Background: an optimization exercise with open tools, aiming at small area and a short achievable clock period. Do not read the settings as production practice. Function was checked by simulation only, so behaviour that the tests miss may differ from the original. Power and IR drop assume default switching activity.

==> design/flow/design.v <==
module mul16_cs (
	input	[15:0]	a,
	input	[15:0]	b,
	output	[95:0]	r
);
wire one0 = b[0] ^ 1'b0;
wire two0 = (b[1] & ~b[0] & ~1'b0) | (~b[1] & b[0] & 1'b0);
wire neg0 = b[1];
wire pp0_0 = ((one0 & a[0]) | (two0 & 1'b0)) ^ neg0;
wire pp0_1 = ((one0 & a[1]) | (two0 & a[0])) ^ neg0;
wire pp0_2 = ((one0 & a[2]) | (two0 & a[1])) ^ neg0;
wire pp0_3 = ((one0 & a[3]) | (two0 & a[2])) ^ neg0;
wire pp0_4 = ((one0 & a[4]) | (two0 & a[3])) ^ neg0;
wire pp0_5 = ((one0 & a[5]) | (two0 & a[4])) ^ neg0;
wire pp0_6 = ((one0 & a[6]) | (two0 & a[5])) ^ neg0;
wire pp0_7 = ((one0 & a[7]) | (two0 & a[6])) ^ neg0;
wire pp0_8 = ((one0 & a[8]) | (two0 & a[7])) ^ neg0;
wire pp0_9 = ((one0 & a[9]) | (two0 & a[8])) ^ neg0;
wire pp0_10 = ((one0 & a[10]) | (two0 & a[9])) ^ neg0;
wire pp0_11 = ((one0 & a[11]) | (two0 & a[10])) ^ neg0;
wire pp0_12 = ((one0 & a[12]) | (two0 & a[11])) ^ neg0;
wire pp0_13 = ((one0 & a[13]) | (two0 & a[12])) ^ neg0;
wire pp0_14 = ((one0 & a[14]) | (two0 & a[13])) ^ neg0;
wire pp0_15 = ((one0 & a[15]) | (two0 & a[14])) ^ neg0;
wire pp0_16 = ((one0 & 1'b0) | (two0 & a[15])) ^ neg0;
wire one1 = b[2] ^ b[1];
wire two1 = (b[3] & ~b[2] & ~b[1]) | (~b[3] & b[2] & b[1]);
wire neg1 = b[3];
wire pp1_0 = ((one1 & a[0]) | (two1 & 1'b0)) ^ neg1;
wire pp1_1 = ((one1 & a[1]) | (two1 & a[0])) ^ neg1;
wire pp1_2 = ((one1 & a[2]) | (two1 & a[1])) ^ neg1;
wire pp1_3 = ((one1 & a[3]) | (two1 & a[2])) ^ neg1;
wire pp1_4 = ((one1 & a[4]) | (two1 & a[3])) ^ neg1;
wire pp1_5 = ((one1 & a[5]) | (two1 & a[4])) ^ neg1;
wire pp1_6 = ((one1 & a[6]) | (two1 & a[5])) ^ neg1;
wire pp1_7 = ((one1 & a[7]) | (two1 & a[6])) ^ neg1;
wire pp1_8 = ((one1 & a[8]) | (two1 & a[7])) ^ neg1;
wire pp1_9 = ((one1 & a[9]) | (two1 & a[8])) ^ neg1;
wire pp1_10 = ((one1 & a[10]) | (two1 & a[9])) ^ neg1;
wire pp1_11 = ((one1 & a[11]) | (two1 & a[10])) ^ neg1;
wire pp1_12 = ((one1 & a[12]) | (two1 & a[11])) ^ neg1;
wire pp1_13 = ((one1 & a[13]) | (two1 & a[12])) ^ neg1;
wire pp1_14 = ((one1 & a[14]) | (two1 & a[13])) ^ neg1;
wire pp1_15 = ((one1 & a[15]) | (two1 & a[14])) ^ neg1;
wire pp1_16 = ((one1 & 1'b0) | (two1 & a[15])) ^ neg1;
wire one2 = b[4] ^ b[3];
wire two2 = (b[5] & ~b[4] & ~b[3]) | (~b[5] & b[4] & b[3]);
wire neg2 = b[5];
wire pp2_0 = ((one2 & a[0]) | (two2 & 1'b0)) ^ neg2;
wire pp2_1 = ((one2 & a[1]) | (two2 & a[0])) ^ neg2;
wire pp2_2 = ((one2 & a[2]) | (two2 & a[1])) ^ neg2;
wire pp2_3 = ((one2 & a[3]) | (two2 & a[2])) ^ neg2;
wire pp2_4 = ((one2 & a[4]) | (two2 & a[3])) ^ neg2;
wire pp2_5 = ((one2 & a[5]) | (two2 & a[4])) ^ neg2;
wire pp2_6 = ((one2 & a[6]) | (two2 & a[5])) ^ neg2;
wire pp2_7 = ((one2 & a[7]) | (two2 & a[6])) ^ neg2;
wire pp2_8 = ((one2 & a[8]) | (two2 & a[7])) ^ neg2;
wire pp2_9 = ((one2 & a[9]) | (two2 & a[8])) ^ neg2;
wire pp2_10 = ((one2 & a[10]) | (two2 & a[9])) ^ neg2;
wire pp2_11 = ((one2 & a[11]) | (two2 & a[10])) ^ neg2;
wire pp2_12 = ((one2 & a[12]) | (two2 & a[11])) ^ neg2;
wire pp2_13 = ((one2 & a[13]) | (two2 & a[12])) ^ neg2;
wire pp2_14 = ((one2 & a[14]) | (two2 & a[13])) ^ neg2;
wire pp2_15 = ((one2 & a[15]) | (two2 & a[14])) ^ neg2;
wire pp2_16 = ((one2 & 1'b0) | (two2 & a[15])) ^ neg2;
wire one3 = b[6] ^ b[5];
wire two3 = (b[7] & ~b[6] & ~b[5]) | (~b[7] & b[6] & b[5]);
wire neg3 = b[7];
wire pp3_0 = ((one3 & a[0]) | (two3 & 1'b0)) ^ neg3;
wire pp3_1 = ((one3 & a[1]) | (two3 & a[0])) ^ neg3;
wire pp3_2 = ((one3 & a[2]) | (two3 & a[1])) ^ neg3;
wire pp3_3 = ((one3 & a[3]) | (two3 & a[2])) ^ neg3;
wire pp3_4 = ((one3 & a[4]) | (two3 & a[3])) ^ neg3;
wire pp3_5 = ((one3 & a[5]) | (two3 & a[4])) ^ neg3;
wire pp3_6 = ((one3 & a[6]) | (two3 & a[5])) ^ neg3;
wire pp3_7 = ((one3 & a[7]) | (two3 & a[6])) ^ neg3;
wire pp3_8 = ((one3 & a[8]) | (two3 & a[7])) ^ neg3;
wire pp3_9 = ((one3 & a[9]) | (two3 & a[8])) ^ neg3;
wire pp3_10 = ((one3 & a[10]) | (two3 & a[9])) ^ neg3;
wire pp3_11 = ((one3 & a[11]) | (two3 & a[10])) ^ neg3;
wire pp3_12 = ((one3 & a[12]) | (two3 & a[11])) ^ neg3;
wire pp3_13 = ((one3 & a[13]) | (two3 & a[12])) ^ neg3;
wire pp3_14 = ((one3 & a[14]) | (two3 & a[13])) ^ neg3;
wire pp3_15 = ((one3 & a[15]) | (two3 & a[14])) ^ neg3;
wire pp3_16 = ((one3 & 1'b0) | (two3 & a[15])) ^ neg3;
wire one4 = b[8] ^ b[7];
wire two4 = (b[9] & ~b[8] & ~b[7]) | (~b[9] & b[8] & b[7]);
wire neg4 = b[9];
wire pp4_0 = ((one4 & a[0]) | (two4 & 1'b0)) ^ neg4;
wire pp4_1 = ((one4 & a[1]) | (two4 & a[0])) ^ neg4;
wire pp4_2 = ((one4 & a[2]) | (two4 & a[1])) ^ neg4;
wire pp4_3 = ((one4 & a[3]) | (two4 & a[2])) ^ neg4;
wire pp4_4 = ((one4 & a[4]) | (two4 & a[3])) ^ neg4;
wire pp4_5 = ((one4 & a[5]) | (two4 & a[4])) ^ neg4;
wire pp4_6 = ((one4 & a[6]) | (two4 & a[5])) ^ neg4;
wire pp4_7 = ((one4 & a[7]) | (two4 & a[6])) ^ neg4;
wire pp4_8 = ((one4 & a[8]) | (two4 & a[7])) ^ neg4;
wire pp4_9 = ((one4 & a[9]) | (two4 & a[8])) ^ neg4;
wire pp4_10 = ((one4 & a[10]) | (two4 & a[9])) ^ neg4;
wire pp4_11 = ((one4 & a[11]) | (two4 & a[10])) ^ neg4;
wire pp4_12 = ((one4 & a[12]) | (two4 & a[11])) ^ neg4;
wire pp4_13 = ((one4 & a[13]) | (two4 & a[12])) ^ neg4;
wire pp4_14 = ((one4 & a[14]) | (two4 & a[13])) ^ neg4;
wire pp4_15 = ((one4 & a[15]) | (two4 & a[14])) ^ neg4;
wire pp4_16 = ((one4 & 1'b0) | (two4 & a[15])) ^ neg4;
wire one5 = b[10] ^ b[9];
wire two5 = (b[11] & ~b[10] & ~b[9]) | (~b[11] & b[10] & b[9]);
wire neg5 = b[11];
wire pp5_0 = ((one5 & a[0]) | (two5 & 1'b0)) ^ neg5;
wire pp5_1 = ((one5 & a[1]) | (two5 & a[0])) ^ neg5;
wire pp5_2 = ((one5 & a[2]) | (two5 & a[1])) ^ neg5;
wire pp5_3 = ((one5 & a[3]) | (two5 & a[2])) ^ neg5;
wire pp5_4 = ((one5 & a[4]) | (two5 & a[3])) ^ neg5;
wire pp5_5 = ((one5 & a[5]) | (two5 & a[4])) ^ neg5;
wire pp5_6 = ((one5 & a[6]) | (two5 & a[5])) ^ neg5;
wire pp5_7 = ((one5 & a[7]) | (two5 & a[6])) ^ neg5;
wire pp5_8 = ((one5 & a[8]) | (two5 & a[7])) ^ neg5;
wire pp5_9 = ((one5 & a[9]) | (two5 & a[8])) ^ neg5;
wire pp5_10 = ((one5 & a[10]) | (two5 & a[9])) ^ neg5;
wire pp5_11 = ((one5 & a[11]) | (two5 & a[10])) ^ neg5;
wire pp5_12 = ((one5 & a[12]) | (two5 & a[11])) ^ neg5;
wire pp5_13 = ((one5 & a[13]) | (two5 & a[12])) ^ neg5;
wire pp5_14 = ((one5 & a[14]) | (two5 & a[13])) ^ neg5;
wire pp5_15 = ((one5 & a[15]) | (two5 & a[14])) ^ neg5;
wire pp5_16 = ((one5 & 1'b0) | (two5 & a[15])) ^ neg5;
wire one6 = b[12] ^ b[11];
wire two6 = (b[13] & ~b[12] & ~b[11]) | (~b[13] & b[12] & b[11]);
wire neg6 = b[13];
wire pp6_0 = ((one6 & a[0]) | (two6 & 1'b0)) ^ neg6;
wire pp6_1 = ((one6 & a[1]) | (two6 & a[0])) ^ neg6;
wire pp6_2 = ((one6 & a[2]) | (two6 & a[1])) ^ neg6;
wire pp6_3 = ((one6 & a[3]) | (two6 & a[2])) ^ neg6;
wire pp6_4 = ((one6 & a[4]) | (two6 & a[3])) ^ neg6;
wire pp6_5 = ((one6 & a[5]) | (two6 & a[4])) ^ neg6;
wire pp6_6 = ((one6 & a[6]) | (two6 & a[5])) ^ neg6;
wire pp6_7 = ((one6 & a[7]) | (two6 & a[6])) ^ neg6;
wire pp6_8 = ((one6 & a[8]) | (two6 & a[7])) ^ neg6;
wire pp6_9 = ((one6 & a[9]) | (two6 & a[8])) ^ neg6;
wire pp6_10 = ((one6 & a[10]) | (two6 & a[9])) ^ neg6;
wire pp6_11 = ((one6 & a[11]) | (two6 & a[10])) ^ neg6;
wire pp6_12 = ((one6 & a[12]) | (two6 & a[11])) ^ neg6;
wire pp6_13 = ((one6 & a[13]) | (two6 & a[12])) ^ neg6;
wire pp6_14 = ((one6 & a[14]) | (two6 & a[13])) ^ neg6;
wire pp6_15 = ((one6 & a[15]) | (two6 & a[14])) ^ neg6;
wire pp6_16 = ((one6 & 1'b0) | (two6 & a[15])) ^ neg6;
wire one7 = b[14] ^ b[13];
wire two7 = (b[15] & ~b[14] & ~b[13]) | (~b[15] & b[14] & b[13]);
wire neg7 = b[15];
wire pp7_0 = ((one7 & a[0]) | (two7 & 1'b0)) ^ neg7;
wire pp7_1 = ((one7 & a[1]) | (two7 & a[0])) ^ neg7;
wire pp7_2 = ((one7 & a[2]) | (two7 & a[1])) ^ neg7;
wire pp7_3 = ((one7 & a[3]) | (two7 & a[2])) ^ neg7;
wire pp7_4 = ((one7 & a[4]) | (two7 & a[3])) ^ neg7;
wire pp7_5 = ((one7 & a[5]) | (two7 & a[4])) ^ neg7;
wire pp7_6 = ((one7 & a[6]) | (two7 & a[5])) ^ neg7;
wire pp7_7 = ((one7 & a[7]) | (two7 & a[6])) ^ neg7;
wire pp7_8 = ((one7 & a[8]) | (two7 & a[7])) ^ neg7;
wire pp7_9 = ((one7 & a[9]) | (two7 & a[8])) ^ neg7;
wire pp7_10 = ((one7 & a[10]) | (two7 & a[9])) ^ neg7;
wire pp7_11 = ((one7 & a[11]) | (two7 & a[10])) ^ neg7;
wire pp7_12 = ((one7 & a[12]) | (two7 & a[11])) ^ neg7;
wire pp7_13 = ((one7 & a[13]) | (two7 & a[12])) ^ neg7;
wire pp7_14 = ((one7 & a[14]) | (two7 & a[13])) ^ neg7;
wire pp7_15 = ((one7 & a[15]) | (two7 & a[14])) ^ neg7;
wire pp7_16 = ((one7 & 1'b0) | (two7 & a[15])) ^ neg7;
wire pp8_0 = a[0] & b[15];
wire pp8_1 = a[1] & b[15];
wire pp8_2 = a[2] & b[15];
wire pp8_3 = a[3] & b[15];
wire pp8_4 = a[4] & b[15];
wire pp8_5 = a[5] & b[15];
wire pp8_6 = a[6] & b[15];
wire pp8_7 = a[7] & b[15];
wire pp8_8 = a[8] & b[15];
wire pp8_9 = a[9] & b[15];
wire pp8_10 = a[10] & b[15];
wire pp8_11 = a[11] & b[15];
wire pp8_12 = a[12] & b[15];
wire pp8_13 = a[13] & b[15];
wire pp8_14 = a[14] & b[15];
wire pp8_15 = a[15] & b[15];
wire hs1 = neg2 ^ pp0_4;
wire hc2 = neg2 & pp0_4;
wire hs3 = pp0_5 ^ pp1_3;
wire hc4 = pp0_5 & pp1_3;
wire fs5 = neg3 ^ pp0_6 ^ pp1_4;
wire fc6 = (neg3 & pp0_6) | (pp1_4 & (neg3 ^ pp0_6));
wire hs7 = pp2_2 ^ pp3_0;
wire hc8 = pp2_2 & pp3_0;
wire fs9 = pp0_7 ^ pp1_5 ^ pp2_3;
wire fc10 = (pp0_7 & pp1_5) | (pp2_3 & (pp0_7 ^ pp1_5));
wire hs11 = pp3_1 ^ hc8;
wire hc12 = pp3_1 & hc8;
wire fs13 = neg4 ^ pp0_8 ^ pp1_6;
wire fc14 = (neg4 & pp0_8) | (pp1_6 & (neg4 ^ pp0_8));
wire fs15 = pp2_4 ^ pp3_2 ^ pp4_0;
wire fc16 = (pp2_4 & pp3_2) | (pp4_0 & (pp2_4 ^ pp3_2));
wire hs17 = fc10 ^ fs13;
wire hc18 = fc10 & fs13;
wire fs19 = pp0_9 ^ pp1_7 ^ pp2_5;
wire fc20 = (pp0_9 & pp1_7) | (pp2_5 & (pp0_9 ^ pp1_7));
wire fs21 = pp3_3 ^ pp4_1 ^ fc14;
wire fc22 = (pp3_3 & pp4_1) | (fc14 & (pp3_3 ^ pp4_1));
wire hs23 = fc16 ^ fs19;
wire hc24 = fc16 & fs19;
wire fs25 = neg5 ^ pp0_10 ^ pp1_8;
wire fc26 = (neg5 & pp0_10) | (pp1_8 & (neg5 ^ pp0_10));
wire fs27 = pp2_6 ^ pp3_4 ^ pp4_2;
wire fc28 = (pp2_6 & pp3_4) | (pp4_2 & (pp2_6 ^ pp3_4));
wire fs29 = pp5_0 ^ fc20 ^ fs25;
wire fc30 = (pp5_0 & fc20) | (fs25 & (pp5_0 ^ fc20));
wire hs31 = fs27 ^ hc24;
wire hc32 = fs27 & hc24;
wire fs33 = pp0_11 ^ pp1_9 ^ pp2_7;
wire fc34 = (pp0_11 & pp1_9) | (pp2_7 & (pp0_11 ^ pp1_9));
wire fs35 = pp3_5 ^ pp4_3 ^ pp5_1;
wire fc36 = (pp3_5 & pp4_3) | (pp5_1 & (pp3_5 ^ pp4_3));
wire fs37 = fc26 ^ fc28 ^ fs33;
wire fc38 = (fc26 & fc28) | (fs33 & (fc26 ^ fc28));
wire hs39 = fs35 ^ fc30;
wire hc40 = fs35 & fc30;
wire fs41 = neg6 ^ pp0_12 ^ pp1_10;
wire fc42 = (neg6 & pp0_12) | (pp1_10 & (neg6 ^ pp0_12));
wire fs43 = pp2_8 ^ pp3_6 ^ pp4_4;
wire fc44 = (pp2_8 & pp3_6) | (pp4_4 & (pp2_8 ^ pp3_6));
wire fs45 = pp5_2 ^ pp6_0 ^ fc34;
wire fc46 = (pp5_2 & pp6_0) | (fc34 & (pp5_2 ^ pp6_0));
wire fs47 = fc36 ^ fs41 ^ fs43;
wire fc48 = (fc36 & fs41) | (fs43 & (fc36 ^ fs41));
wire hs49 = fc38 ^ fs45;
wire hc50 = fc38 & fs45;
wire fs51 = pp0_13 ^ pp1_11 ^ pp2_9;
wire fc52 = (pp0_13 & pp1_11) | (pp2_9 & (pp0_13 ^ pp1_11));
wire fs53 = pp3_7 ^ pp4_5 ^ pp5_3;
wire fc54 = (pp3_7 & pp4_5) | (pp5_3 & (pp3_7 ^ pp4_5));
wire fs55 = pp6_1 ^ fc42 ^ fc44;
wire fc56 = (pp6_1 & fc42) | (fc44 & (pp6_1 ^ fc42));
wire fs57 = fs51 ^ fs53 ^ fc46;
wire fc58 = (fs51 & fs53) | (fc46 & (fs51 ^ fs53));
wire hs59 = fc48 ^ fs55;
wire hc60 = fc48 & fs55;
wire fs61 = neg7 ^ pp0_14 ^ pp1_12;
wire fc62 = (neg7 & pp0_14) | (pp1_12 & (neg7 ^ pp0_14));
wire fs63 = pp2_10 ^ pp3_8 ^ pp4_6;
wire fc64 = (pp2_10 & pp3_8) | (pp4_6 & (pp2_10 ^ pp3_8));
wire fs65 = pp5_4 ^ pp6_2 ^ pp7_0;
wire fc66 = (pp5_4 & pp6_2) | (pp7_0 & (pp5_4 ^ pp6_2));
wire fs67 = fc52 ^ fc54 ^ fs61;
wire fc68 = (fc52 & fc54) | (fs61 & (fc52 ^ fc54));
wire fs69 = fs63 ^ fs65 ^ fc56;
wire fc70 = (fs63 & fs65) | (fc56 & (fs63 ^ fs65));
wire hs71 = fs67 ^ hc60;
wire hc72 = fs67 & hc60;
wire fs73 = pp0_15 ^ pp1_13 ^ pp2_11;
wire fc74 = (pp0_15 & pp1_13) | (pp2_11 & (pp0_15 ^ pp1_13));
wire fs75 = pp3_9 ^ pp4_7 ^ pp5_5;
wire fc76 = (pp3_9 & pp4_7) | (pp5_5 & (pp3_9 ^ pp4_7));
wire fs77 = pp6_3 ^ pp7_1 ^ fc62;
wire fc78 = (pp6_3 & pp7_1) | (fc62 & (pp6_3 ^ pp7_1));
wire fs79 = fc64 ^ fc66 ^ fs73;
wire fc80 = (fc64 & fc66) | (fs73 & (fc64 ^ fc66));
wire fs81 = fs75 ^ fc68 ^ fs77;
wire fc82 = (fs75 & fc68) | (fs77 & (fs75 ^ fc68));
wire hs83 = fs79 ^ fc70;
wire hc84 = fs79 & fc70;
wire fs85 = pp8_0 ^ pp0_16 ^ pp1_14;
wire fc86 = (pp8_0 & pp0_16) | (pp1_14 & (pp8_0 ^ pp0_16));
wire fs87 = pp2_12 ^ pp3_10 ^ pp4_8;
wire fc88 = (pp2_12 & pp3_10) | (pp4_8 & (pp2_12 ^ pp3_10));
wire fs89 = pp5_6 ^ pp6_4 ^ pp7_2;
wire fc90 = (pp5_6 & pp6_4) | (pp7_2 & (pp5_6 ^ pp6_4));
wire fs91 = fc74 ^ fc76 ^ fs85;
wire fc92 = (fc74 & fc76) | (fs85 & (fc74 ^ fc76));
wire fs93 = fs87 ^ fs89 ^ fc78;
wire fc94 = (fs87 & fs89) | (fc78 & (fs87 ^ fs89));
wire fs95 = fc80 ^ fs91 ^ fc82;
wire fc96 = (fc80 & fs91) | (fc82 & (fc80 ^ fs91));
wire fs97 = neg0 ^ pp8_1 ^ pp1_15;
wire fc98 = (neg0 & pp8_1) | (pp1_15 & (neg0 ^ pp8_1));
wire fs99 = pp2_13 ^ pp3_11 ^ pp4_9;
wire fc100 = (pp2_13 & pp3_11) | (pp4_9 & (pp2_13 ^ pp3_11));
wire fs101 = pp5_7 ^ pp6_5 ^ pp7_3;
wire fc102 = (pp5_7 & pp6_5) | (pp7_3 & (pp5_7 ^ pp6_5));
wire fs103 = fc86 ^ fc88 ^ fc90;
wire fc104 = (fc86 & fc88) | (fc90 & (fc86 ^ fc88));
wire fs105 = fs97 ^ fs99 ^ fs101;
wire fc106 = (fs97 & fs99) | (fs101 & (fs97 ^ fs99));
wire fs107 = fc92 ^ fs103 ^ fs105;
wire fc108 = (fc92 & fs103) | (fs105 & (fc92 ^ fs103));
wire fs109 = neg0 ^ pp8_2 ^ pp1_16;
wire fc110 = (neg0 & pp8_2) | (pp1_16 & (neg0 ^ pp8_2));
wire fs111 = pp2_14 ^ pp3_12 ^ pp4_10;
wire fc112 = (pp2_14 & pp3_12) | (pp4_10 & (pp2_14 ^ pp3_12));
wire fs113 = pp5_8 ^ pp6_6 ^ pp7_4;
wire fc114 = (pp5_8 & pp6_6) | (pp7_4 & (pp5_8 ^ pp6_6));
wire fs115 = fc98 ^ fc100 ^ fc102;
wire fc116 = (fc98 & fc100) | (fc102 & (fc98 ^ fc100));
wire fs117 = fs109 ^ fs111 ^ fs113;
wire fc118 = (fs109 & fs111) | (fs113 & (fs109 ^ fs111));
wire fs119 = fc104 ^ fc106 ^ fs115;
wire fc120 = (fc104 & fc106) | (fs115 & (fc104 ^ fc106));
wire fs121 = ~neg0 ^ ~neg1 ^ pp8_3;
wire fc122 = (~neg0 & ~neg1) | (pp8_3 & (~neg0 ^ ~neg1));
wire fs123 = pp2_15 ^ pp3_13 ^ pp4_11;
wire fc124 = (pp2_15 & pp3_13) | (pp4_11 & (pp2_15 ^ pp3_13));
wire fs125 = pp5_9 ^ pp6_7 ^ pp7_5;
wire fc126 = (pp5_9 & pp6_7) | (pp7_5 & (pp5_9 ^ pp6_7));
wire fs127 = fs121 ^ fc110 ^ fc112;
wire fc128 = (fs121 & fc110) | (fc112 & (fs121 ^ fc110));
wire fs129 = fc114 ^ fs123 ^ fs125;
wire fc130 = (fc114 & fs123) | (fs125 & (fc114 ^ fs123));
wire fs131 = fc116 ^ fc118 ^ fs127;
wire fc132 = (fc116 & fc118) | (fs127 & (fc116 ^ fc118));
wire fs133 = 1'b1 ^ pp8_4 ^ fc122;
wire fc134 = (1'b1 & pp8_4) | (fc122 & (1'b1 ^ pp8_4));
wire fs135 = pp2_16 ^ pp3_14 ^ pp4_12;
wire fc136 = (pp2_16 & pp3_14) | (pp4_12 & (pp2_16 ^ pp3_14));
wire fs137 = pp5_10 ^ pp6_8 ^ pp7_6;
wire fc138 = (pp5_10 & pp6_8) | (pp7_6 & (pp5_10 ^ pp6_8));
wire fs139 = fs133 ^ fc124 ^ fc126;
wire fc140 = (fs133 & fc124) | (fc126 & (fs133 ^ fc124));
wire fs141 = fs135 ^ fs137 ^ fc128;
wire fc142 = (fs135 & fs137) | (fc128 & (fs135 ^ fs137));
wire hs143 = fc130 ^ fs139;
wire hc144 = fc130 & fs139;
wire fs145 = ~neg2 ^ pp8_5 ^ pp3_15;
wire fc146 = (~neg2 & pp8_5) | (pp3_15 & (~neg2 ^ pp8_5));
wire fs147 = pp4_13 ^ pp5_11 ^ pp6_9;
wire fc148 = (pp4_13 & pp5_11) | (pp6_9 & (pp4_13 ^ pp5_11));
wire fs149 = pp7_7 ^ fc134 ^ fc136;
wire fc150 = (pp7_7 & fc134) | (fc136 & (pp7_7 ^ fc134));
wire fs151 = fc138 ^ fs145 ^ fs147;
wire fc152 = (fc138 & fs145) | (fs147 & (fc138 ^ fs145));
wire fs153 = fc140 ^ fs149 ^ fs151;
wire fc154 = (fc140 & fs149) | (fs151 & (fc140 ^ fs149));
wire fs155 = 1'b1 ^ pp8_6 ^ pp3_16;
wire fc156 = (1'b1 & pp8_6) | (pp3_16 & (1'b1 ^ pp8_6));
wire fs157 = pp4_14 ^ pp5_12 ^ pp6_10;
wire fc158 = (pp4_14 & pp5_12) | (pp6_10 & (pp4_14 ^ pp5_12));
wire fs159 = pp7_8 ^ fc146 ^ fc148;
wire fc160 = (pp7_8 & fc146) | (fc148 & (pp7_8 ^ fc146));
wire fs161 = fs155 ^ fs157 ^ fc150;
wire fc162 = (fs155 & fs157) | (fc150 & (fs155 ^ fs157));
wire hs163 = fc152 ^ fs159;
wire hc164 = fc152 & fs159;
wire fs165 = ~neg3 ^ pp8_7 ^ pp4_15;
wire fc166 = (~neg3 & pp8_7) | (pp4_15 & (~neg3 ^ pp8_7));
wire fs167 = pp5_13 ^ pp6_11 ^ pp7_9;
wire fc168 = (pp5_13 & pp6_11) | (pp7_9 & (pp5_13 ^ pp6_11));
wire fs169 = fc156 ^ fc158 ^ fs165;
wire fc170 = (fc156 & fc158) | (fs165 & (fc156 ^ fc158));
wire fs171 = fs167 ^ fc160 ^ fs169;
wire fc172 = (fs167 & fc160) | (fs169 & (fs167 ^ fc160));
wire fs173 = 1'b1 ^ pp8_8 ^ pp4_16;
wire fc174 = (1'b1 & pp8_8) | (pp4_16 & (1'b1 ^ pp8_8));
wire fs175 = pp5_14 ^ pp6_12 ^ pp7_10;
wire fc176 = (pp5_14 & pp6_12) | (pp7_10 & (pp5_14 ^ pp6_12));
wire fs177 = fc166 ^ fc168 ^ fs173;
wire fc178 = (fc166 & fc168) | (fs173 & (fc166 ^ fc168));
wire hs179 = fs175 ^ fc170;
wire hc180 = fs175 & fc170;
wire fs181 = ~neg4 ^ pp8_9 ^ pp5_15;
wire fc182 = (~neg4 & pp8_9) | (pp5_15 & (~neg4 ^ pp8_9));
wire fs183 = pp6_13 ^ pp7_11 ^ fc174;
wire fc184 = (pp6_13 & pp7_11) | (fc174 & (pp6_13 ^ pp7_11));
wire fs185 = fc176 ^ fs181 ^ fc178;
wire fc186 = (fc176 & fs181) | (fc178 & (fc176 ^ fs181));
wire fs187 = 1'b1 ^ pp8_10 ^ pp5_16;
wire fc188 = (1'b1 & pp8_10) | (pp5_16 & (1'b1 ^ pp8_10));
wire fs189 = pp6_14 ^ pp7_12 ^ fc182;
wire fc190 = (pp6_14 & pp7_12) | (fc182 & (pp6_14 ^ pp7_12));
wire hs191 = fs187 ^ fc184;
wire hc192 = fs187 & fc184;
wire fs193 = ~neg5 ^ pp8_11 ^ pp6_15;
wire fc194 = (~neg5 & pp8_11) | (pp6_15 & (~neg5 ^ pp8_11));
wire fs195 = pp7_13 ^ fc188 ^ fs193;
wire fc196 = (pp7_13 & fc188) | (fs193 & (pp7_13 ^ fc188));
wire fs197 = 1'b1 ^ pp8_12 ^ pp6_16;
wire fc198 = (1'b1 & pp8_12) | (pp6_16 & (1'b1 ^ pp8_12));
wire hs199 = pp7_14 ^ fc194;
wire hc200 = pp7_14 & fc194;
wire fs201 = ~neg6 ^ pp8_13 ^ pp7_15;
wire fc202 = (~neg6 & pp8_13) | (pp7_15 & (~neg6 ^ pp8_13));
wire hs203 = 1'b1 ^ pp8_14;
wire hc204 = 1'b1 & pp8_14;
assign r[0] = pp0_0;
assign r[32] = neg0;
assign r[64] = 1'b0;
assign r[1] = pp0_1;
assign r[33] = 1'b0;
assign r[65] = 1'b0;
assign r[2] = pp0_2;
assign r[34] = pp1_0;
assign r[66] = neg1;
assign r[3] = pp0_3;
assign r[35] = pp1_1;
assign r[67] = 1'b0;
assign r[4] = pp1_2;
assign r[36] = pp2_0;
assign r[68] = hs1;
assign r[5] = pp2_1;
assign r[37] = hc2;
assign r[69] = hs3;
assign r[6] = hc4;
assign r[38] = fs5;
assign r[70] = hs7;
assign r[7] = fc6;
assign r[39] = fs9;
assign r[71] = hs11;
assign r[8] = fs15;
assign r[40] = hc12;
assign r[72] = hs17;
assign r[9] = hc18;
assign r[41] = fs21;
assign r[73] = hs23;
assign r[10] = fc22;
assign r[42] = fs29;
assign r[74] = hs31;
assign r[11] = fs37;
assign r[43] = hc32;
assign r[75] = hs39;
assign r[12] = fs47;
assign r[44] = hc40;
assign r[76] = hs49;
assign r[13] = hc50;
assign r[45] = fs57;
assign r[77] = hs59;
assign r[14] = fc58;
assign r[46] = fs69;
assign r[78] = hs71;
assign r[15] = fs81;
assign r[47] = hc72;
assign r[79] = hs83;
assign r[16] = fs93;
assign r[48] = hc84;
assign r[80] = fs95;
assign r[17] = fc94;
assign r[49] = fc96;
assign r[81] = fs107;
assign r[18] = fs117;
assign r[50] = fc108;
assign r[82] = fs119;
assign r[19] = fs129;
assign r[51] = fc120;
assign r[83] = fs131;
assign r[20] = fc132;
assign r[52] = fs141;
assign r[84] = hs143;
assign r[21] = hc144;
assign r[53] = fc142;
assign r[85] = fs153;
assign r[22] = fs161;
assign r[54] = fc154;
assign r[86] = hs163;
assign r[23] = hc164;
assign r[55] = fc162;
assign r[87] = fs171;
assign r[24] = fs177;
assign r[56] = fc172;
assign r[88] = hs179;
assign r[25] = fs183;
assign r[57] = hc180;
assign r[89] = fs185;
assign r[26] = fs189;
assign r[58] = fc186;
assign r[90] = hs191;
assign r[27] = fc190;
assign r[59] = hc192;
assign r[91] = fs195;
assign r[28] = fs197;
assign r[60] = fc196;
assign r[92] = hs199;
assign r[29] = fc198;
assign r[61] = hc200;
assign r[93] = fs201;
assign r[30] = pp7_16;
assign r[62] = fc202;
assign r[94] = hs203;
assign r[31] = ~neg7;
assign r[63] = pp8_15;
assign r[95] = hc204;
endmodule
module mul16_add (
	input	[95:0]	r,
	output	[31:0]	p
);
wire [31:0] x = r[31:0], y = r[63:32], z = r[95:64];
wire [31:0] s = x ^ y ^ z;
wire [31:0] c = (x & y) | (z & (x ^ y));
assign p = s + {c[30:0], 1'b0};
endmodule
`timescale 1ns/100ps
module tta16 (
	input		cpu_clk_i,
	input		cpu_rst_i,
	output	reg		wb_cyc_o,
	output	reg	[1:0]	wb_stb_o,
	output	reg		wb_we_o,
	input			wb_ack_i,
	input			wb_rty_i,
	input			wb_err_i,
	output		[2:0]	wb_cti_o,
	output		[1:0]	wb_bte_o,
	output		[22:0]	wb_adr_o,
	output		[1:0]	wb_sel_o,
	output		[15:0]	wb_dat_o,
	input		[1:0]	wb_sel_i,
	input		[15:0]	wb_dat_i,
	output			imem_en_o,
	output	reg	[9:0]	imem_adr_o,
	input		[31:0]	imem_dat_i,
	output	reg	[1:0]	imem_we_o,
	output		[9:0]	imem_wadr_o,
	output	reg	[15:0]	imem_wdat_o
);
reg		run;		 
reg	[15:0]	rf[15:0];
reg	[15:0]	t_reg0, t_reg1;
reg	[9:0]	pc_prev;
reg		t_bra;
reg	[9:0]	iadr;
reg	[6:0]	rseg, wseg;
reg	[15:0]	t_data_a, t_data_b, t_data_c, t_com;
reg		t_rad, t_wad;			 
reg		t_sub, t_bits;			 
reg	[1:0]	t_mode;				 
reg		t_reg, t_mul, t_msr;		 
reg		x_zf, x_bf;
reg	[15:0]	x_diff, x_bits, x_mem;
reg	[95:0]	x_prod;				 
reg	[22:0]	wb_adr;
reg	[15:0]	wb_dat;
wire	[31:0]	instr	= imem_dat_i;
wire	[1:0]	f_src_a	= instr[31:30];
wire	[2:0]	f_dst_a	= instr[29:27];
wire	[1:0]	f_src_b	= instr[26:25];
wire	[2:0]	f_dst_b	= instr[24:22];
wire	[1:0]	f_src_c	= instr[21:20];
wire	[1:0]	f_dst_c	= instr[19:18];
wire	[2:0]	f_com	= instr[17:15];
wire	[3:0]	f_reg1	= instr[14:11];
wire	[3:0]	f_reg0	= {instr[14], instr[10:8]};
wire	[15:0]	f_immed	= {{9{instr[7]}}, instr[6:0]};
wire	[15:0]	f_limm	= {{6{instr[10]}}, instr[9:0]};
wire	[9:0]	pc_next	= {pc_prev[8:1], pc_prev[0]^pc_prev[3], pc_prev[9]};
wire	[9:0]	pc	= imem_adr_o;	 
wire	[31:0]	prod;
mul16_add MULADD (
	.r	(x_prod),
	.p	(prod)
);
assign	wb_cti_o	= 3'b000;
assign	wb_bte_o	= 2'b00;
assign	wb_sel_o	= 2'b11;
assign	wb_adr_o	= wb_adr;
assign	wb_dat_o	= wb_dat;
assign	imem_en_o	= run;
assign	imem_wadr_o	= iadr;
wire	mem_op	= (f_dst_a == 3'd2 || f_dst_a == 3'd3);
always @(posedge cpu_clk_i)
	if (cpu_rst_i)		run	<= 1;
	else if (wb_ack_i)	run	<= 1;
	else if (mem_op)	run	<= 0;
reg	[15:0]	rd0, rd1;
integer	k;
always @(*) begin
	rd0	= 16'd0;
	rd1	= 16'd0;
	for (k = 0; k < 16; k = k + 1) begin
		rd0	= rd0 | (rf[k] & {16{f_reg0 == k}});
		rd1	= rd1 | (rf[k] & {16{f_reg1 == k}});
	end
end
reg	[15:0]	data_a, data_c, com;
always @(*) begin
	case (f_src_a)
	0:	data_a	= t_com;
	1:	data_a	= f_limm;
	2:	data_a	= t_reg0;
	3:	data_a	= x_mem;
	endcase
	case (f_src_c)
	0:	data_c	= t_com;
	1:	data_c	= x_diff;
	2:	data_c	= t_reg1;
	3:	data_c	= {6'd0, pc_next};
	endcase
	case (f_com)
	0:	com	= t_com;
	1:	com	= f_immed;
	2:	com	= t_reg1;
	3:	com	= x_mem;
	4:	com	= x_diff;
	5:	com	= x_bits;
	6:	com	= prod[15:0];
	7:	com	= prod[31:16];
	endcase
end
always @(posedge cpu_clk_i)
	if (run) begin
		t_data_a	<= data_a;
		t_data_c	<= data_c;
		t_com		<= com;
		case (f_src_b)
		0:	t_data_b	<= t_com;
		1:	t_data_b	<= f_immed;
		2:	t_data_b	<= t_reg0;
		3:	t_data_b	<= x_mem;
		endcase
		t_sub	<= (f_dst_b == 3'd1 || f_dst_b == 3'd2);
		t_bits	<= (f_dst_b == 3'd3 || f_dst_b[2]);
		t_mode	<= f_dst_b[1:0];
		t_reg	<= (f_dst_c == 2'd1);
		t_mul	<= (f_dst_c == 2'd2);
		t_msr	<= (f_dst_c == 2'd3);
		t_reg0	<= rd0;
		t_reg1	<= rd1;
	end
always @(posedge cpu_clk_i) begin
	t_rad	<= run & (f_dst_a == 3'd2);
	t_wad	<= run & (f_dst_a == 3'd3);
end
wire	jmp	= (f_dst_a == 3'd1) ||
		  (f_dst_a == 3'd5 && !x_bf) ||
		  (f_dst_a == 3'd4 && x_bf) ||
		  (f_dst_a == 3'd7 && !x_zf) ||
		  (f_dst_a == 3'd6 && x_zf);
wire	bra	= !t_bra && jmp;
always @(posedge cpu_clk_i)
	if (cpu_rst_i)		t_bra	<= 0;
	else if (run)		t_bra	<= bra;
always @(posedge cpu_clk_i)
	if (cpu_rst_i)		pc_prev	<= 10'd1;
	else if (run)		pc_prev	<= pc;
always @(posedge cpu_clk_i)
	if (cpu_rst_i)		imem_adr_o	<= 10'd2;
	else if (run)		imem_adr_o	<= bra ? data_a[9:0] : {pc[8:1], pc[0]^pc[3], pc[9]};
wire	run_n	= cpu_rst_i || wb_ack_i || (run && !mem_op);
wire	msr_n	= run ? (f_dst_c == 2'd3) : t_msr;
wire	[2:0]	dc_n	= run ? data_c[2:0] : t_data_c[2:0];
always @(posedge cpu_clk_i)
	imem_we_o	<= {run_n && msr_n && dc_n == 3'd5,
			    run_n && msr_n && dc_n == 3'd4};
always @(posedge cpu_clk_i)
	if (run && f_dst_c == 2'd3)	imem_wdat_o	<= com;
always @(posedge cpu_clk_i)
	if (run && t_reg)	rf[f_reg1]	<= t_data_c;
always @(posedge cpu_clk_i)
	if (cpu_rst_i)		x_bf	<= 0;
	else if (run && t_sub)	{x_bf, x_diff}	<= {1'b0, t_com} - {1'b0, t_data_b};
wire	[95:0]	mul_r;
mul16_cs MUL (
	.a	(t_data_c),
	.b	(t_com),
	.r	(mul_r)
);
always @(posedge cpu_clk_i)
	if (run && t_mul)	x_prod	<= mul_r;
reg	[15:0]	bits_n;
always @(*)
	case (t_mode)
	0:	bits_n	= ~(t_data_b & t_com);
	1:	bits_n	= t_data_b & t_com;
	2:	bits_n	= ~(t_data_b | t_com);
	3:	bits_n	= ~(t_data_b ^ t_com);
	endcase
always @(posedge cpu_clk_i)
	if (cpu_rst_i)
		x_zf	<= 1;
	else if (run && t_bits) begin
		x_bits	<= ~bits_n;
		x_zf	<= &bits_n;
	end
always @(posedge cpu_clk_i)
	if (cpu_rst_i)	{rseg, wseg, iadr}	<= 0;
	else if (t_msr) case (t_data_c[2:0])
		0:	rseg	<= t_com[6:0];
		1:	wseg	<= t_com[6:0];
		2:	iadr	<= t_com[9:0];
	endcase
always @(posedge cpu_clk_i)
	if (cpu_rst_i)
		{wb_we_o, wb_cyc_o, wb_stb_o}	<= 0;
	else if (t_wad) begin
		wb_cyc_o	<= 1;
		wb_we_o		<= 1;
		wb_adr		<= {wseg, t_data_a};
		wb_dat		<= t_data_c;
		wb_stb_o	<= wseg[6] ? 2'b10 : 2'b01;
	end else if (t_rad) begin
		wb_cyc_o	<= 1;
		wb_we_o		<= 0;
		wb_adr		<= {rseg, t_data_a};
		wb_stb_o	<= rseg[6] ? 2'b10 : 2'b01;
	end else if (wb_ack_i || wb_rty_i)
		{wb_we_o, wb_cyc_o, wb_stb_o}	<= 0;
always @(posedge cpu_clk_i)
	if (wb_ack_i)	x_mem	<= wb_dat_i;
endmodule	 
==> design/flow/flow/run.sh <==
#!/bin/bash
# The standard layout, with faster port buffers (buf_2 in place of the
# delay-buffer cell buffer_ports picks by default), which the resizer may
# then size as usual.
set -euo pipefail
export BUFFER_PORTS_ARGS="-buffer_cell sky130_fd_sc_hd__buf_2"
bash standard.sh > standard.log 2>&1
==> design/flow/standard.sh <==
#!/bin/bash
# synth_recipe.tcl (not shown) runs the flow's synth.tcl, then flattens the netlist and writes it again
# the make line also repeats each setting of config.mk as NAME=value (left out here)
make -C /OpenROAD-flow-scripts/flow DESIGN_CONFIG=/design/flow/config.mk WORK_HOME=/design/flow/orfs CLKGATE_MAP_FILE= SYNTH_SCRIPT=/design/flow/synth_recipe.tcl "${@:-finish}"
==> design/flow/config.mk <==
export PLATFORM = sky130hd
export DESIGN_NAME = tta16
export DESIGN_NICKNAME = tta16
export VERILOG_FILES = /design/flow/design.v
export SDC_FILE = /design/flow/constraint.sdc
export NUM_CORES = 4
export LEC_CHECK = 0
export ABC_AREA = 1
export CAP_MARGIN = 20
export CORE_MARGIN = 2
export CORE_UTILIZATION = 40
export PLACE_DENSITY = 0.6
export SETUP_SLACK_MARGIN = 4.5
export SLEW_MARGIN = 20
==> design/flow/constraint.sdc <==
create_clock -name core_clock -period 8.0 [get_ports {cpu_clk_i}]
set_input_delay 1.6000 -clock core_clock [delete_from_list [all_inputs] [get_ports {cpu_clk_i}]]
set_output_delay 1.6000 -clock core_clock [all_outputs]
set_load 0.01 [all_outputs]
==> flow_summary.ini, run 1 <==
[outcome]
run_status = finished clean

[drt]
drc = 0
vias_per_cell = 5.64
wl_um = 123000
num_vias = 27185
drt_iter0_markers = 3493
dr.pass1.iters = 6
ant_nets = 0
wl_per_cell_um = 25.6

[sta]
final.setup.tns_ns = 0
holdWs_ns = 0.419
relSlewSlack = 0.362
min_period_ns = 3.50
fmax_mhz = 286
period_share = 0.437
tightest_slew_ns = 0.951
slew_violations = 0
rsz0062_at_grt = true
clock_skew_ns = 0.0344
hold_viol_final = 0
setup-violations-final = 0

[worst_setup_path]
worstSetupPathType = register to register
worstSetupPathDepth = 11
cp_max_fo = 3
worstPathRequired_ns = 8.39
crit_family = adder cells
crit_path_end = x_prod[80]
crit_top_cell = fa_1
cp_cell_sequence = nand2_1 > inv_1 > nor2_4 > clkinvlp_4 > o22ai_2 > xor2_1 > fa_1 > inv_1 > fa_1 > fa_2 > fa_1
r2r_start = t_com[2]
cp-end-kind = register
crit_start = t_com[2]
crit_buf_inv = 3
cp-start-kind = register
r2r_end = x_prod[80]
arrival_ns = 3.88
r2r_slack_ns = 4.50
crit_slowest_cell = fa_1
crit_path_max_incr_delay_ns = 0.52
rr_worst_depth = 11

[synth]
postSynthAreaPerCell_um2 = 9.97
synth_top_area_frac = 0.490
syn_inst = 3398
ys.flop_type = edfxtp_1
synthTopCellsByArea = edfxtp_1 49%, nand2_1 8.0%, fa_1 6.4%, inv_1 5.6%, xor2_1 3.9%
yosysTopAreaCell = edfxtp_1
yosysMostFrequentCell = nand2_1
postSynth.asyncResetShare = 0
synth_area_mm2 = 0.0339
ys_seq_area_frac = 0.524
synth-seq-cells = 610
synth.distinct_cells = 53
yosysWarnings = 1
synthTopCellsByCount = 723 x nand2_1, 553 x edfxtp_1, 504 x inv_1
synth-edff-count = 553

[layout]
largest_reg_flops = 256
multiInputGateArea_mm2 = 0.0136
n_fill_cell = 7982
final_nets = 3892
register_area_mm2 = 0.0178
top_regs = rf x256, x_prod x92, wb_adr x23
regMostFlops = rf
fin_area_mm2 = 0.0392
drive_gt1_frac = 0.136
syn_to_final_growth_pct = 15.5

[run]
drv_cap = 0

[clock_tree]
cts_inserted_buffers = 71
cts-root-buf = clkbuf_16
clockBufferDepth = 3
ctsHtreeMaxLevel = 3
cts_tree = done
worstSkewPairLatency_ns = 0.65
clk_pin_slew_ns = 0.06
cts.sinks = 610

[global_route]
grt_max_degree = 68
grt-ovfl-total = 0
grt_pass1_wl_um = 176000
track_usage = 0.280
antenna_found_initial = 8
grt_pass1_vias = 25775

[worst_hold_path]
min_path_type = register to register
worstHoldStart = t_data_a[6]

[floorplan]
core_mm2 = 0.0838
num_io_pins = 144
die_w_um = 295
start_util = 0.404
die_area_mm2 = 0.0871
num_rows = 106
die_y_um = 295

[place]
placed_area_mm2 = 0.0359
dp_hpwl_um = 86100
place.gp.congestion = 0.971
port_buffers = 133

[power]
p_leak_nw = 16.4
ir_drop_mv = 0.368
power-per-cell-area_mw_per_mm2 = 490
==> metrics by stage <==
step	std cells	total power [mW]	worst slack, ns	util
floorplan	3403	11.9	4.54	-
CTS	4773	18.9	4.47	0.461
detailed placement	4613	15.3	3.71	0.429
finish	4818	19.2	4.50	0.467
global route	4817	20.7	4.43	0.467
global placement	4613	15.1	3.73	0.429
==> layout by cell type, fill, tap and decap left out, types with 35 or more instances in the layout <==
master       n
a21oi_1    127
a221oi_1    48
buf_2      133
buf_4      125
clkbuf_16   75
dfxtp_1     56
edfxtp_1   553
fa_1       105
ha_1       102
inv_1      486
inv_2       35
nand2_1    719
nand3_1     99
nor2_1     169
nor3_1      36
o21ai_0    114
o22ai_1    194
xor2_1     149
==> logic make-up (layout without fill, tap and decap cells) <==
| logic type | after synthesis | in the layout | share of synthesized area |
|---|---|---|---|
| flops | 610 | 610 | 0.524 |
| xor+xnor | 155 | 155 | 0.0401 |
| other cells | 2 | 8 | 0.000222 |
| fa+ha+maj | 210 | 210 | 0.101 |
| compound gates | 636 | 636 | 0.120 |
| simple gates | 1117 | 1117 | 0.137 |
| buf+inv | 668 | 948 | 0.0780 |
==> worst register-to-register path, stage by stage, from the launching register on <==
cell,delay [ns]
edfxtp_1,0.50
nand2_1,0.13
inv_1,0.08
nor2_4,0.14
clkinvlp_4,0.20
o22ai_2,0.20
xor2_1,0.11
fa_1,0.52
inv_1,0.05
fa_1,0.45
fa_2,0.38
fa_1,0.48
==> where the power goes <==
part | internal (mW) | switching (mW) | total, mW
Clock | 1.87 | 1.41 | 3.27
Combinational | 3.95 | 6.93 | 10.9
Sequential | 4.73 | 0.302 | 5.03
==> area by class of cell <==
| type | count | area share |
|---|---|---|
| repair buffers | 276 | 0.0493 |
| clock buffers | 84 | 0.0490 |
| inverters | 543 | 0.0536 |
| flip-flops and latches | 610 | 0.453 |
| diodes | 1 | 0.0000639 |
| well taps | 1134 | 0.0362 |
| multi-input cells | 2125 | 0.348 |
| clock inverters | 45 | 0.0104 |
==> per-layer routing <==
| metal | GRT usage | share of wire | up-vias | routed length [µm] |
|---|---|---|---|---|
| met5 | 0 | 0.00011 | - | 13 |
| met4 | 0.114 | 0.045 | 2 | 5570 |
| met3 | 0.0649 | 0.11 | 305 | 13600 |
| met2 | 0.436 | 0.45 | 1618 | 55000 |
| met1 | 0.378 | 0.40 | 13153 | 49200 |
| li1 | - | - | 12107 | - |
==> worst min-delay path by stage <==
stage | to | slack [ns] | depth (start not counted)
6_report | wb_adr[6] | 0.42 | 0
5_1_grt | wb_adr[2] | 0.43 | 0
4_1_cts | wb_adr[6] | 0.42 | 0
3_5_place_dp | wb_adr[6] | 0.40 | 0
3_3_place_gp | wb_adr[13] | 0.40 | 0
2_1_floorplan | wb_adr[0] | 0.40 | 0
==> timing repair <==
action                     in CTS  in global routing
hold buffers                    0                  0
resized for setup              24                 37
buffers inserted               30                 43
gates cloned                    1                  1
pin swaps                       0                  3
setup endpoints to repair      39                 37
==> inputs of run 2 (changes only) <==
--- a/design/flow/config.mk
+++ b/design/flow/config.mk
@@ -12,3 +12,4 @@
 export PLACE_DENSITY = 0.6
 export SETUP_SLACK_MARGIN = 4.5
 export SLEW_MARGIN = 20
+export TNS_END_PERCENT = 0
==> flow_summary.ini, run 2 <==
[synth]
yosysMostFrequentCell = nand2_1
synthTopCellsByArea = edfxtp_1 49%, nand2_1 8.0%, fa_1 6.4%, inv_1 5.6%, xor2_1 3.9%
synth-edff-count = 553
synthTopCellsByCount = 723 x nand2_1, 553 x edfxtp_1, 504 x inv_1
yosysTopAreaCell = edfxtp_1
synth_top_area_frac = 0.490
ys_seq_area_frac = 0.524
synth-seq-cells = 610
syn_inst = 3398
yosysWarnings = 1
synth.distinct_cells = 53
ys.flop_type = edfxtp_1
postSynthAreaPerCell_um2 = 9.97
synth_area_mm2 = 0.0339
postSynth.asyncResetShare = 0

[sta]
period_share = 0.450
setup_ws_ns = 4.40
slew_violations = 0
hold_viol_final = 0
fmax_mhz = 278
clock_skew_ns = 0.0307
setup-violations-final = 0
final.setup.tns_ns = 0
relSlewSlack = 0.277
rsz0062_at_grt = true
holdWs_ns = 0.419
tightest_slew_ns = 1.08
min_period_ns = 3.60

[clock_tree]
cts_tree = done
worstSkewPairLatency_ns = 0.65
ctsHoldBuffers = 0
cts_inserted_buffers = 71
clk_pin_slew_ns = 0.06
cts-root-buf = clkbuf_16
clockBufferDepth = 3
ctsHtreeMaxLevel = 3
cts.sinks = 610

[layout]
layout_common_cells = 722 x nand2_1, 553 x edfxtp_1, 492 x inv_1
syn_to_final_growth_pct = 14.7
register_area_mm2 = 0.0178
top_regs = rf x256, x_prod x92, wb_adr x23
largest_reg_flops = 256
drive_gt1_frac = 0.125
final_nets = 3862
fin_area_mm2 = 0.0389
fin_util = 0.464
regMostFlops = rf
n_fill_cell = 7941
multiInputGateArea_mm2 = 0.0136
final-instance-count-excl-fill = 4789
final_common_cell = nand2_1

[worst_setup_path]
worstSetupPathType = primary input to register
arrival_ns = 3.90
cp_max_fo = 12
worstPathRequired_ns = 8.30
cp-start-kind = primary input
cp-end-kind = register

[outcome]
run_status = finished clean

[drt]
drc = 0
vias_per_cell = 5.70
drt_iter0_markers = 3547
num_vias = 27286
wl_um = 121000
dr.pass1.iters = 7
ant_nets = 0
wl_per_cell_um = 25.3

[floorplan]
num_io_pins = 144
num_rows = 106
core_mm2 = 0.0838
die_area_mm2 = 0.0871
die_w_um = 295
start_util = 0.404
die_y_um = 295

[global_route]
grt_pass1_vias = 25752
grt-ovfl-total = 0
grt_pass1_wl_um = 174000
grt_max_degree = 82
track_usage = 0.275
antenna_found_initial = 5

[power]
p_leak_nw = 16.3
clkPwrFrac = 0.176
switching_share = 0.447
power_switching_mw = 8.55
seq_power_share = 0.264
power_mw = 19.1
power-per-cell-area_mw_per_mm2 = 492
p_int_mw = 10.6
ir_drop_mv = 0.340
comb_power_share = 0.560

[worst_hold_path]
min_path_type = register to register

[place]
dp_cells = 4601
placed_area_mm2 = 0.0358
place.gp.congestion = 1.00
port_buffers = 133
dp_hpwl_um = 85500
place_ws_ns = 3.64

[run]
drv_cap = 0
-- run 2: cell count changes in the layout (fill, tap and decap cells not counted), sizes merged --
cell | before | now
buf | 273 | 245
clkinvlp | 19 | 12
bufinv | 4 | 7
inv | 530 | 533
clkbuf | 86 | 88
clkinv | 35 | 33
bufbuf | 1 | 0
diode | 1 | 2
-- run 2: final cells by class --
type,count,area share
Sequential cell,610,0.457
Multi-Input combinational cell,2125,0.350
Inverter,543,0.0535
Clock buffer,87,0.0500
Timing Repair Buffer,246,0.0413
Tap cell,1134,0.0365
Clock inverter,42,0.0116
Antenna cell,2,0.000129
-- run 2: logic make-up after synthesis --
| family | count (synthesis) | share of synthesized area |
|---|---|---|
| and+or+nand+nor | 1117 | 0.137 |
| AOI/OAI and AO/OA | 636 | 0.120 |
| other | 2 | 0.000222 |
| xor gates and xnor gates | 155 | 0.0401 |
| DFF | 610 | 0.524 |
| buffers and inverters | 668 | 0.0780 |
| adders and majority gates | 210 | 0.101 |
-- run 2: final timing paths --
kind	start	endpoint	slack (ns)	depth (start not counted)
min	t_data_a[9]	wb_adr[9]	0.42	0
max	imem_dat_i[12]	t_reg1[15]	4.40	9
max reg2reg	t_com[5]	x_prod[85]	4.44	10
min reg2reg	t_data_a[9]	wb_adr[9]	0.42	0
-- run 2: power groups by stage --
stage	clock, mW	combinational, mW	sequential, mW
floorplan	0	6.80	5.07
global placement	0	9.81	5.20
detailed placement	0	10.0	5.20
CTS	3.39	10.4	5.03
global route	3.51	12.0	5.08
finish	3.37	10.7	5.04
-- run 2: metal layers --
| metal | part of all wire | GRT usage | vias up |
|---|---|---|---|
| li1 | - | - | 12047 |
| met4 | 0.037 | 0.0948 | 0 |
| met2 | 0.45 | 0.432 | 1652 |
| met5 | 0 | 0 | - |
| met3 | 0.11 | 0.0616 | 277 |
| met1 | 0.40 | 0.376 | 13310 |
-- run 2: worst max-delay path: stages --
cell	delay (ns)
buf_2	0.13
nand2_1	0.14
inv_1	0.14
nand2_1	0.54
inv_1	0.37
nand2_1	0.14
nand3_1	0.10
a211oi_1	0.45
nand3_1	0.29
-- run 2: timing repair --
item / 4_1_cts / 5_1_grt
cloned: 0 / 0
endpoints found under the hold margin: 0 / 0
gates resized for setup: 23 / 16
setup buffers: 36 / 21
setup endpoints to repair: 64 / 51
pin swaps: 1 / 0
==> inputs of run 3 (changes only) <==
--- a/design/flow/config.mk
+++ b/design/flow/config.mk
@@ -12,4 +12,4 @@
 export PLACE_DENSITY = 0.6
 export SETUP_SLACK_MARGIN = 4.5
 export SLEW_MARGIN = 20
-export TNS_END_PERCENT = 0
+export TNS_END_PERCENT = 30
==> flow_summary.ini, run 3 <==
[synth]
postSynth.asyncResetShare = 0
synth-edff-count = 553
syn_inst = 3398
yosysWarnings = 1
synth_top_area_frac = 0.490
synthTopCellsByArea = edfxtp_1 49%, nand2_1 8.0%, fa_1 6.4%, inv_1 5.6%, xor2_1 3.9%
synth_area_mm2 = 0.0339
synth-seq-cells = 610
yosysMostFrequentCell = nand2_1
postSynthAreaPerCell_um2 = 9.97
ys_seq_area_frac = 0.524
ys.flop_type = edfxtp_1
synthTopCellsByCount = 723 x nand2_1, 553 x edfxtp_1, 504 x inv_1
synth.distinct_cells = 53
yosysTopAreaCell = edfxtp_1

[sta]
setup-violations-final = 0
relSlewSlack = 0.252
min_period_ns = 3.63
final.setup.tns_ns = 0
hold_viol_final = 0
fmax_mhz = 275
setup_ws_ns = 4.37
slew_violations = 0
holdWs_ns = 0.419
clock_skew_ns = 0.0276
rsz0062_at_grt = true
tightest_slew_ns = 1.12
period_share = 0.454

[worst_setup_path]
cp-start-kind = primary input
worstPathRequired_ns = 8.28
arrival_ns = 3.91
crit_slowest_cell = nand2_1
crit_path_max_incr_delay_ns = 0.48
cp_max_fo = 11
worstSetupPathType = primary input to register
crit_buf_inv = 4
cp_cell_sequence = buf_2 > inv_1 > nand2_1 > inv_1 > nand2_1 > inv_1 > nand2_1 > o211ai_1 > nor3_2 > nand4_1
cp-end-kind = register
crit_family = simple AND/OR/NAND/NOR gates
worstSetupPathDepth = 10
rr_worst_depth = 8

[power]
power-per-cell-area_mw_per_mm2 = 492
ir_drop_mv = 0.308
p_leak_nw = 16.4

[run]
drv_cap = 0

[place]
dp_cells = 4601
place_ws_ns = 3.64
placed_area_mm2 = 0.0358
port_buffers = 133
dp_hpwl_um = 85500
place.gp.congestion = 1.00

[layout]
fin_area_mm2 = 0.0391
top_regs = rf x256, x_prod x92, wb_adr x23
n_fill_cell = 7908
syn_to_final_growth_pct = 15.5
largest_reg_flops = 256
regMostFlops = rf
final_nets = 3881
final_common_cell = nand2_1
drive_gt1_frac = 0.132
final-instance-count-excl-fill = 4807
layout_common_cells = 722 x nand2_1, 553 x edfxtp_1, 490 x inv_1

[worst_hold_path]
hold_depth = 0
min_path_type = register to register

[clock_tree]
cts.sinks = 610
clockBufferDepth = 3
cts-root-buf = clkbuf_16
cts_tree = done
ctsHoldBuffers = 0
cts_inserted_buffers = 71
ctsHtreeMaxLevel = 3
clk_pin_slew_ns = 0.06
worstSkewPairLatency_ns = 0.64

[floorplan]
num_rows = 106
die_w_um = 295
core_mm2 = 0.0838
start_util = 0.404
num_io_pins = 144
die_y_um = 295
die_area_mm2 = 0.0871

[global_route]
antenna_found_initial = 5
grt_pass1_wl_um = 174000
grt_pass1_vias = 25721
grt_max_degree = 82
track_usage = 0.275
grt-ovfl-total = 0

[drt]
drt_iter0_markers = 3856
ant_nets = 0
wl_per_cell_um = 25.4
wl_um = 122000
num_vias = 27325
drc = 0
dr.pass1.iters = 6
vias_per_cell = 5.68

[outcome]
run_status = finished clean
run 3: cell counts after synthesis:
Identical to the previous run, type by type.
run 3: what timing repair did:
action                                  in CTS  in global routing
gates resized for setup                     28                 35
endpoints found under the hold margin        0                  0
gates cloned                                 0                  1
setup buffers                               38                 37
endpoints found under the setup margin      64                 49
pin swaps                                    1                  7
run 3: logic make-up after synthesis:
logic type      Yosys count  synth area share
buf+inv                 668            0.0780
simple gates           1117             0.137
other cells               2          0.000222
fa+ha+maj               210             0.101
flops                   610             0.524
xor+xnor                155            0.0401
compound gates          636             0.120
run 3: layout make-up:
cell class,count,area (µm²),area share
antenna,1,2.50,0.0000639
clock buffer,87,1940,0.0496
clock inverter,42,450,0.0115
inverter,543,2090,0.0533
multi-input combinational,2125,13700,0.349
sequential,610,17800,0.454
tap,1134,1420,0.0363
timing repair buffer,265,1830,0.0467
run 3: worst register-to-register path, cell delays in order (launching register included):
cell      delay [ns]
edfxtp_1        0.35
buf_4           0.24
inv_1           0.58
o22ai_1         0.23
xor2_1          0.21
fa_1            0.50
fa_1            0.55
inv_1           0.05
fa_1            0.46
run 3: metal layers:
metal | wire (µm) | part of all wire | GRT usage | vias up
met5 | 0 | 0 | 0 | -
met4 | 4330 | 0.035 | 0.0934 | 0
met3 | 13900 | 0.11 | 0.0618 | 269
met2 | 55200 | 0.45 | 0.432 | 1736
met1 | 48800 | 0.40 | 0.377 | 13232
li1 | - | - | - | 12088
run 3: final timing paths:
kind,startpoint,to,slack [ns]
setup reg to reg,t_data_c[7],x_prod[81],4.58
hold / removal,t_data_a[9],wb_adr[9],0.42
hold reg to reg,t_data_a[9],wb_adr[9],0.42
setup / recovery,imem_dat_i[13],t_reg1[1],4.37
run 3: power by group:
part           leakage (nW)  internal, mW  switching [mW]  total [mW]
Clock                  1.18          1.97            1.40        3.37
Combinational          9.48          3.94            6.90        10.8
Sequential             5.73          4.73           0.308        5.04
run 3: through the flow:
step	util	power, mW
floorplan	-	11.9
global placement	0.428	15.0
detailed placement	0.428	15.2
CTS	0.461	18.9
global route	0.467	20.7
finish	0.467	19.3
==> inputs of run 4 (changes only) <==
--- a/design/flow/config.mk
+++ b/design/flow/config.mk
@@ -9,7 +9,7 @@
 export CAP_MARGIN = 20
 export CORE_MARGIN = 2
 export CORE_UTILIZATION = 40
+export GPL_ROUTABILITY_DRIVEN = 0
 export PLACE_DENSITY = 0.6
 export SETUP_SLACK_MARGIN = 4.5
 export SLEW_MARGIN = 20
-export TNS_END_PERCENT = 30
==> flow_summary.ini, run 4 <==
[outcome]
run_status = finished clean

[run]
drv_cap = 0

[sta]
relSlewSlack = 0.236
clock_skew_ns = 0.0295
rsz0062_at_grt = true
hold_viol_final = 0
period_share = 0.440
tightest_slew_ns = 1.14
setup_ws_ns = 4.48
slew_violations = 0
min_period_ns = 3.52
setup-violations-final = 0
holdWs_ns = 0.416
final.setup.tns_ns = 0
fmax_mhz = 284

[drt]
wl_um = 121000
drc = 0
num_vias = 27282
ant_nets = 0
dr.pass1.iters = 6
wl_per_cell_um = 25.1
vias_per_cell = 5.66
drt_iter0_markers = 3641

[floorplan]
die_w_um = 295
die_area_mm2 = 0.0871
num_io_pins = 144
num_rows = 106
start_util = 0.404
die_y_um = 295
core_mm2 = 0.0838

[clock_tree]
ctsHtreeMaxLevel = 3
cts-root-buf = clkbuf_16
clk_pin_slew_ns = 0.06
cts.sinks = 610
ctsHoldBuffers = 0
clockBufferDepth = 3
worstSkewPairLatency_ns = 0.63
cts_tree = done
cts_inserted_buffers = 71

[global_route]
track_usage = 0.274
grt-ovfl-total = 0
grt_pass1_vias = 25633
grt_max_degree = 84
grt_pass1_wl_um = 173000
antenna_found_initial = 9

[synth]
synth.distinct_cells = 53
postSynth.asyncResetShare = 0
yosysTopAreaCell = edfxtp_1
syn_inst = 3398
synth_top_area_frac = 0.490
yosysMostFrequentCell = nand2_1
yosysWarnings = 1
ys_seq_area_frac = 0.524
synthTopCellsByArea = edfxtp_1 49%, nand2_1 8.0%, fa_1 6.4%, inv_1 5.6%, xor2_1 3.9%
synth-edff-count = 553
postSynthAreaPerCell_um2 = 9.97
synth_area_mm2 = 0.0339
synthTopCellsByCount = 723 x nand2_1, 553 x edfxtp_1, 504 x inv_1
synth-seq-cells = 610
ys.flop_type = edfxtp_1

[layout]
final_nets = 3888
layout_common_cells = 719 x nand2_1, 553 x edfxtp_1, 487 x inv_1
final_common_cell = nand2_1
syn_to_final_growth_pct = 15.9
top_regs = rf x256, x_prod x92, wb_adr x23
fin_area_mm2 = 0.0393
regMostFlops = rf
drive_gt1_frac = 0.136
largest_reg_flops = 256

[worst_hold_path]
min_path_type = register to register

[worst_setup_path]
arrival_ns = 3.81
cp-end-kind = register
worstPathRequired_ns = 8.29
cp-start-kind = primary input
worstSetupPathType = primary input to register
cp_max_fo = 13

[power]
comb_power_share = 0.561
clkPwrFrac = 0.177
p_int_mw = 10.6
p_leak_nw = 16.4
switching_share = 0.445
seq_power_share = 0.262
ir_drop_mv = 0.307
power_switching_mw = 8.52
power-per-cell-area_mw_per_mm2 = 488
power_mw = 19.1

[place]
dp_hpwl_um = 83700
port_buffers = 133
place_ws_ns = 3.67
placed_area_mm2 = 0.0359
run 4: logic make-up (layout without fill, tap and decap cells):
family | Yosys count | in the layout | synth area share
simple gates | 1117 | 1117 | 0.137
buf+inv | 668 | 947 | 0.0780
compound gates | 636 | 636 | 0.120
flops | 610 | 610 | 0.524
fa+ha+maj | 210 | 210 | 0.101
xor+xnor | 155 | 155 | 0.0401
other cells | 2 | 10 | 0.000222
run 4: power groups by stage:
stage / Clock (mW) / Sequential (mW) / Combinational, mW
2_1_floorplan: 0 / 5.07 / 6.82
3_3_place_gp: 0 / 5.14 / 9.86
3_5_place_dp: 0 / 5.15 / 10.0
4_1_cts: 3.42 / 5.02 / 10.4
5_1_grt: 3.54 / 5.06 / 12.0
6_report: 3.39 / 5.02 / 10.7
run 4: per-stage QoR:
stage,util,instances
3_5_place_dp,0.428,4610
4_1_cts,0.462,4772
3_3_place_gp,0.428,4610
6_report,0.468,4819
2_1_floorplan,-,3403
5_1_grt,0.468,4818
run 4: worst paths after layout:
path                              endpoint  slack [ns]           start  cells after the start
worst min register to register  wb_adr[10]        0.42    t_data_a[10]                      0
worst min-delay path            wb_adr[10]        0.42    t_data_a[10]                      0
worst max register to register  x_prod[80]        4.56        t_com[1]                     12
worst max-delay path            t_reg1[15]        4.48  imem_dat_i[14]                      9
run 4: routing by layer:
| metal | global-route usage | up-vias | part of all wire | routed length [µm] |
|---|---|---|---|---|
| li1 | - | 12092 | - | - |
| met5 | 0 | - | 0 | 0 |
| met1 | 0.367 | 13104 | 0.39 | 47100 |
| met3 | 0.0638 | 315 | 0.12 | 14400 |
| met4 | 0.118 | 0 | 0.050 | 6110 |
| met2 | 0.425 | 1771 | 0.44 | 53600 |
run 4: cell type report:
type                            count  area [µm²]
Timing Repair Buffer              272        1920
Clock buffer                       86        1920
Inverter                          543        2100
Fill cell                        7915       44600
Sequential cell                   610       17800
Multi-Input combinational cell   2125       13600
Antenna cell                        3        7.51
Clock inverter                     46         515
Tap cell                         1134        1420
run 4: critical path, cell delays in order:
cell and delay (ns):
buf_2 0.19, nand2_1 0.13, inv_1 0.10, nand2_1 0.53, inv_1 0.30, nand2_1 0.13
o2111ai_1 0.13, a211oi_1 0.39, nand3_1 0.30
run 4: what timing repair did:
item                       CTS  global route
pin swaps                    1             2
buffers inserted            29            43
gates resized for setup     29            32
setup endpoints to repair   48            21
cloned                       1             1

[static timing again, ports no longer ideal]
The results above use ideal ports. As a check the final layouts listed here were re-extracted and re-timed, cells and wires unchanged.
Step 1: set_driving_cell puts a clkbuf_16 on cpu_clk_i and a buf_2 on each other input, an assumption about the parent block.
Step 2 also shifts input and output timing later by t, the mid clock arrival at the registers, as if the neighbouring blocks saw the same clock.
a / b / c = ideal ports / drivers / drivers and shift; a / b = the first two.
run	t, ns	setup slack, ns	latest minus earliest clock arrival (ns)	slew at the worst register clock pin (ns)	worst data-port slew with drivers (ns)
run 1	0.692	4.505 / 4.505 / 3.929	0.034 / 0.035	0.07 / 0.07	0.07
run 2	0.691	4.401 / 4.428 / 3.737	0.033 / 0.033	0.07 / 0.07	0.07
run 3	0.690	4.367 / 4.398 / 3.709	0.030 / 0.031	0.07 / 0.07	0.07
run 4	0.678	4.480 / 4.490 / 3.811	0.031 / 0.031	0.07 / 0.07	0.08
After both steps every run listed still meets setup and hold. For run 4, which loses most, drivers alone change the setup slack by +0.010 ns; drivers and shift together by -0.669 ns.
